This design comes from an exercise in tuning for small area on the open sky130 flow, not from production work.
The RTL was checked by simulation tests, not by an equivalence proof against the original design.
Power is estimated from default activity; no workload was simulated.

## build 32
==> flow/design.v <==
module clock(clk,clr,switch,ad,adj,o_seg,a);
input clk,clr,switch,ad;
input [3:0] adj;
output [6:0] o_seg;
output [3:0] a;
reg ph;
reg [2:0] c5;
reg [2:0] b;
reg [1:0] s;
wire c5_last = c5[2] & ~c5[0];           
wire b_first = ~b[1] & ~b[0];            
wire tick_scan = c5_last & ~ph;
wire tick_s = c5_last & ph & b_first & s[0];
wire [1:0] s_nx = {s[1] ^ (s[0] & tick_scan), s[0] ^ tick_scan};
always @(posedge clk) begin
  ph <= ~clr & ~ph;
  c5 <= {3{~clr}} & {c5[1] & c5[0], c5[0], ~c5[2]};
  b <= {3{~clr}} & (tick_scan ? {b[1] & b[0], b[0], ~b[2]} : b);
  s <= {2{~clr}} & s_nx;
end
reg [3:0] so;    
reg [2:0] st;    
reg [3:0] mo;    
reg [2:0] mt;    
reg [3:0] ho;    
reg [1:0] ht;    
wire so9 = so[3] & so[0];
wire st5 = st[2] & st[0];
wire mo9 = mo[3] & mo[0];
wire mt5 = mt[2] & mt[0];
wire ht2 = ht[1];
wire run = ~ad;
wire k1 = so9;
wire k2 = k1 & st5;
wire k3 = k2 & mo9;
wire k4 = k3 & mt5;
wire k5 = k4 & ((ho == 4'd9) | (ht2 & (ho == 4'd3)));
wire en_so = tick_s & (run | (switch & adj[0]));
wire en_st = tick_s & (run ? k1 : (switch & adj[1]));
wire en_mo = tick_s & (run ? k2 : (~switch & adj[0]));
wire en_mt = tick_s & (run ? k3 : (~switch & adj[1]));
wire en_ho = tick_s & (run ? k4 : (~switch & adj[2]));
wire en_ht = tick_s & (run ? k5 : (~switch & adj[3]));
wire [3:0] t_so = {so[0] & (so[3] | (so[2] & so[1])), so[1] & so[0], so[0] & ~so[3], 1'b1};
wire [2:0] t_st = {st[0] & (st[1] | st[2]), st[0] & ~st[2], 1'b1};
wire [3:0] t_mo = {mo[0] & (mo[3] | (mo[2] & mo[1])), mo[1] & mo[0], mo[0] & ~mo[3], 1'b1};
wire [2:0] t_mt = {mt[0] & (mt[1] | mt[2]), mt[0] & ~mt[2], 1'b1};
wire w3 = ht2 & (ho == 4'd3);
wire w9 = ~ht2 & (ho == 4'd9);
wire [3:0] t_ho = {(ho[0] & ho[1] & ho[2]) | w9, ho[0] & ho[1] & ~w3, ho[0] & ~w9, 1'b1};
always @(posedge clk) begin
  so <= {4{~clr}} & (so ^ ({4{en_so}} & t_so));
  st <= {3{~clr}} & (st ^ ({3{en_st}} & t_st));
  mo <= {4{~clr}} & (mo ^ ({4{en_mo}} & t_mo));
  mt <= {3{~clr}} & (mt ^ ({3{en_mt}} & t_mt));
  ho <= {4{~clr}} & (ho ^ ({4{en_ho}} & t_ho));
  ht <= {2{~clr}} & (en_ht ? {ht[0], ~ht[1] & ~ht[0]} : ht);
end
reg [3:0] q;
reg [3:0] p;
reg [3:0] fld;
always @* begin
  case ({switch, s_nx})
    3'b000: fld = mo;
    3'b001: fld = {1'b0, mt};
    3'b010: fld = ho;
    3'b011: fld = {2'b00, ht};
    3'b100: fld = so;
    3'b101: fld = {1'b0, st};
    3'b110: fld = mo;
    default: fld = {1'b0, mt};
  endcase
end
reg vld;
always @* begin
  case (s)
    2'd2: vld = ~q[3] | (~q[2] & ~q[1]) | (~switch & ~q[2] & q[1] & ~q[0]);
    2'd3: vld = switch | (~q[2] & ~q[1]);
    default: vld = 1'b1;
  endcase
end
always @(posedge clk)
if (clr) begin
  q <= 4'd0;
  p <= 4'd15;
end else begin
  q <= fld;
  p <= q | {4{~vld}};
end
wire [6:0] seg;
assign seg[0] = (~p[3] & ~p[2] & ~p[1] & p[0]) | (p[3] & p[2]) | (p[2] & ~p[1] & ~p[0]);
assign seg[1] = (p[2] & p[1] & ~p[0]) | (p[3] & p[2]) | (p[2] & ~p[1] & p[0]);
assign seg[2] = (~p[3] & ~p[2] & p[1] & ~p[0]) | (p[3] & p[2]);
assign seg[3] = (p[3] & p[1]) | (p[2] & ~p[1] & ~p[0]) | (~p[3] & ~p[2] & ~p[1] & p[0]) | (p[2] & p[1] & p[0]);
assign seg[4] = (p[2] & ~p[1]) | p[0];
assign seg[5] = (p[1] & p[0]) | (~p[3] & ~p[2] & p[0]) | (~p[3] & ~p[2] & p[1]);
assign seg[6] = (~p[3] & ~p[2] & ~p[1]) | (p[2] & p[1] & p[0]);
assign o_seg = seg;
assign a = {~(s == 2'd3), ~(s == 2'd2), ~(s == 2'd1), ~(s == 2'd0)};
endmodule
export LEC_CHECK = 0
export CAP_MARGIN = 20
export CORE_MARGIN = 2
export CORE_UTILIZATION = 40
export SLEW_MARGIN = 20
create_clock -name core_clock -period 10.0 [get_ports {clk}]
standard.sh (not shown) runs the stock make flow with config.mk's settings and CLKGATE_MAP_FILE= SYNTH_SCRIPT=/design/flow/synth_recipe.tcl, a recipe that flattens the netlist after the stock synthesis.
==> flow/flow/run.sh <==
#!/bin/bash
# Standard ORFS layout with three changes: the synthesized netlist's
# combinational logic is re-mapped for area (registers untouched, proven
# equivalent), ports get minimum-size buffers, and the clock tree uses
# small buffers.
set -euo pipefail
W=$PWD
R=$W/orfs/results/sky130hd/clock/base
export BUFFER_PORTS_ARGS="-buffer_cell sky130_fd_sc_hd__buf_1"
export CTS_ARGS="-buf_list sky130_fd_sc_hd__clkbuf_4 -root_buf sky130_fd_sc_hd__clkbuf_4 -dont_use_dummy_load -repair_clock_nets"
bash standard.sh synth > synth.log 2>&1
cp $R/1_2_yosys.v $W/synth_std.v
if bash flow/reopt.sh $W/synth_std.v $W/synth_reopt.v > reopt.log 2>&1; then
  cp $W/synth_reopt.v $R/1_2_yosys.v
  rm -f $R/1_synth.odb $R/1_synth.sdc
  echo "re-mapped netlist in use" >> reopt.log
else
  echo "re-mapping failed or not proven; standard netlist kept" >> reopt.log
fi
bash standard.sh > layout.log 2>&1
Other scripts of this flow, unchanged in this note and not shown: flow/flow/reopt.sh
Build 32: no failed stages, no open violations at the end
What build 42 does differently from build 32 at the input level:
--- a/flow/design.v
+++ b/flow/design.v
@@ -5,19 +5,20 @@
 output [3:0] a;
 reg ph;
 reg [2:0] c5;
 reg [2:0] b;
 reg [1:0] s;
-wire c5_last = c5[2] & ~c5[0];           
-wire b_first = ~b[1] & ~b[0];            
-wire tick_scan = c5_last & ~ph;
-wire tick_s = c5_last & ph & b_first & s[0];
+wire c54 = c5[2];                        
+wire tick_scan = c54 & ~ph;
+wire tick_s = c54 & ph & ~b[2] & ~b[1] & ~b[0] & s[0];
 wire [1:0] s_nx = {s[1] ^ (s[0] & tick_scan), s[0] ^ tick_scan};
+wire [2:0] t_c5 = {c5[2] | (c5[1] & c5[0]), c5[0], ~c5[2]};
+wire [2:0] t_b = {b[2] | (b[1] & b[0]), b[0], ~b[2]};
 always @(posedge clk) begin
   ph <= ~clr & ~ph;
-  c5 <= {3{~clr}} & {c5[1] & c5[0], c5[0], ~c5[2]};
-  b <= {3{~clr}} & (tick_scan ? {b[1] & b[0], b[0], ~b[2]} : b);
+  c5 <= {3{~clr}} & (c5 ^ t_c5);
+  b <= {3{~clr}} & (b ^ ({3{tick_scan}} & t_b));
   s <= {2{~clr}} & s_nx;
 end
 reg [3:0] so;    
 reg [2:0] st;    
 reg [3:0] mo;    
[summary]
- Build 42 vs build 32 — post-route cell area climbed by a few percent
- Build 42 vs build 32: maximum clock rate up in build 42
- Summary of build 42 over build 32: register clock-pin slew on the reported worst setup and hold paths held steady; sum of routed wire length over all layers went down 160 um; first-iteration DRC count decreased by 41 relative to the old numbers; worst setup slack +0.61 ns; leakage power total rose about 7%.
- Summary: with build 32 as the reference, first-pass GRT wire length in build 42 moved down by more than 10%.
- Area growth from synthesis to final layout came out lower on build 42 than on build 32.
- Against build 32, build 42 reports a power spent charging and discharging nets that is lower.
- Looking at build 42 and build 32, the worst slack on hold paths is a wash.
- The global-route usage reported for build 42 is smaller than that of build 32 by 2.3 points.
- Against build 32, build 42 comes in 5.1% higher on multi-input combinational cell area.

separate check: timing with driven ports:
In the flow no input, the clock included, has a driving cell. The finished layouts below were timed again as built, in two steps.
Step 1, drivers: a clkbuf_16 drives clk and a buf_2 each remaining input, both assumed.
Step 2 adds t to the input delays and takes it off the output delays; t is the mean of the earliest and latest rising clock arrival at the registers after step 1. Input paths then give back, and output paths get back, about the clock's delay inside the block.
Slacks: ideal / step 1 / step 2; pairs: ideal / step 1.
run	t (ns)	setup WS [ns]	hold slack, ns	slew at the worst register clock pin (ns)	cell pins on the clock port's net
build 32	0.357	5.934 / 5.939 / 5.581	0.430 / 0.430 / 0.430	0.11 / 0.11	1
build 42	0.354	6.548 / 6.542 / 6.188	0.429 / 0.429 / 0.429	0.11 / 0.11	1
After both steps setup and hold are still met in every run listed. The setup slack of build 42, which loses most, moves by -0.006 ns with the drivers and by -0.360 ns with both steps.
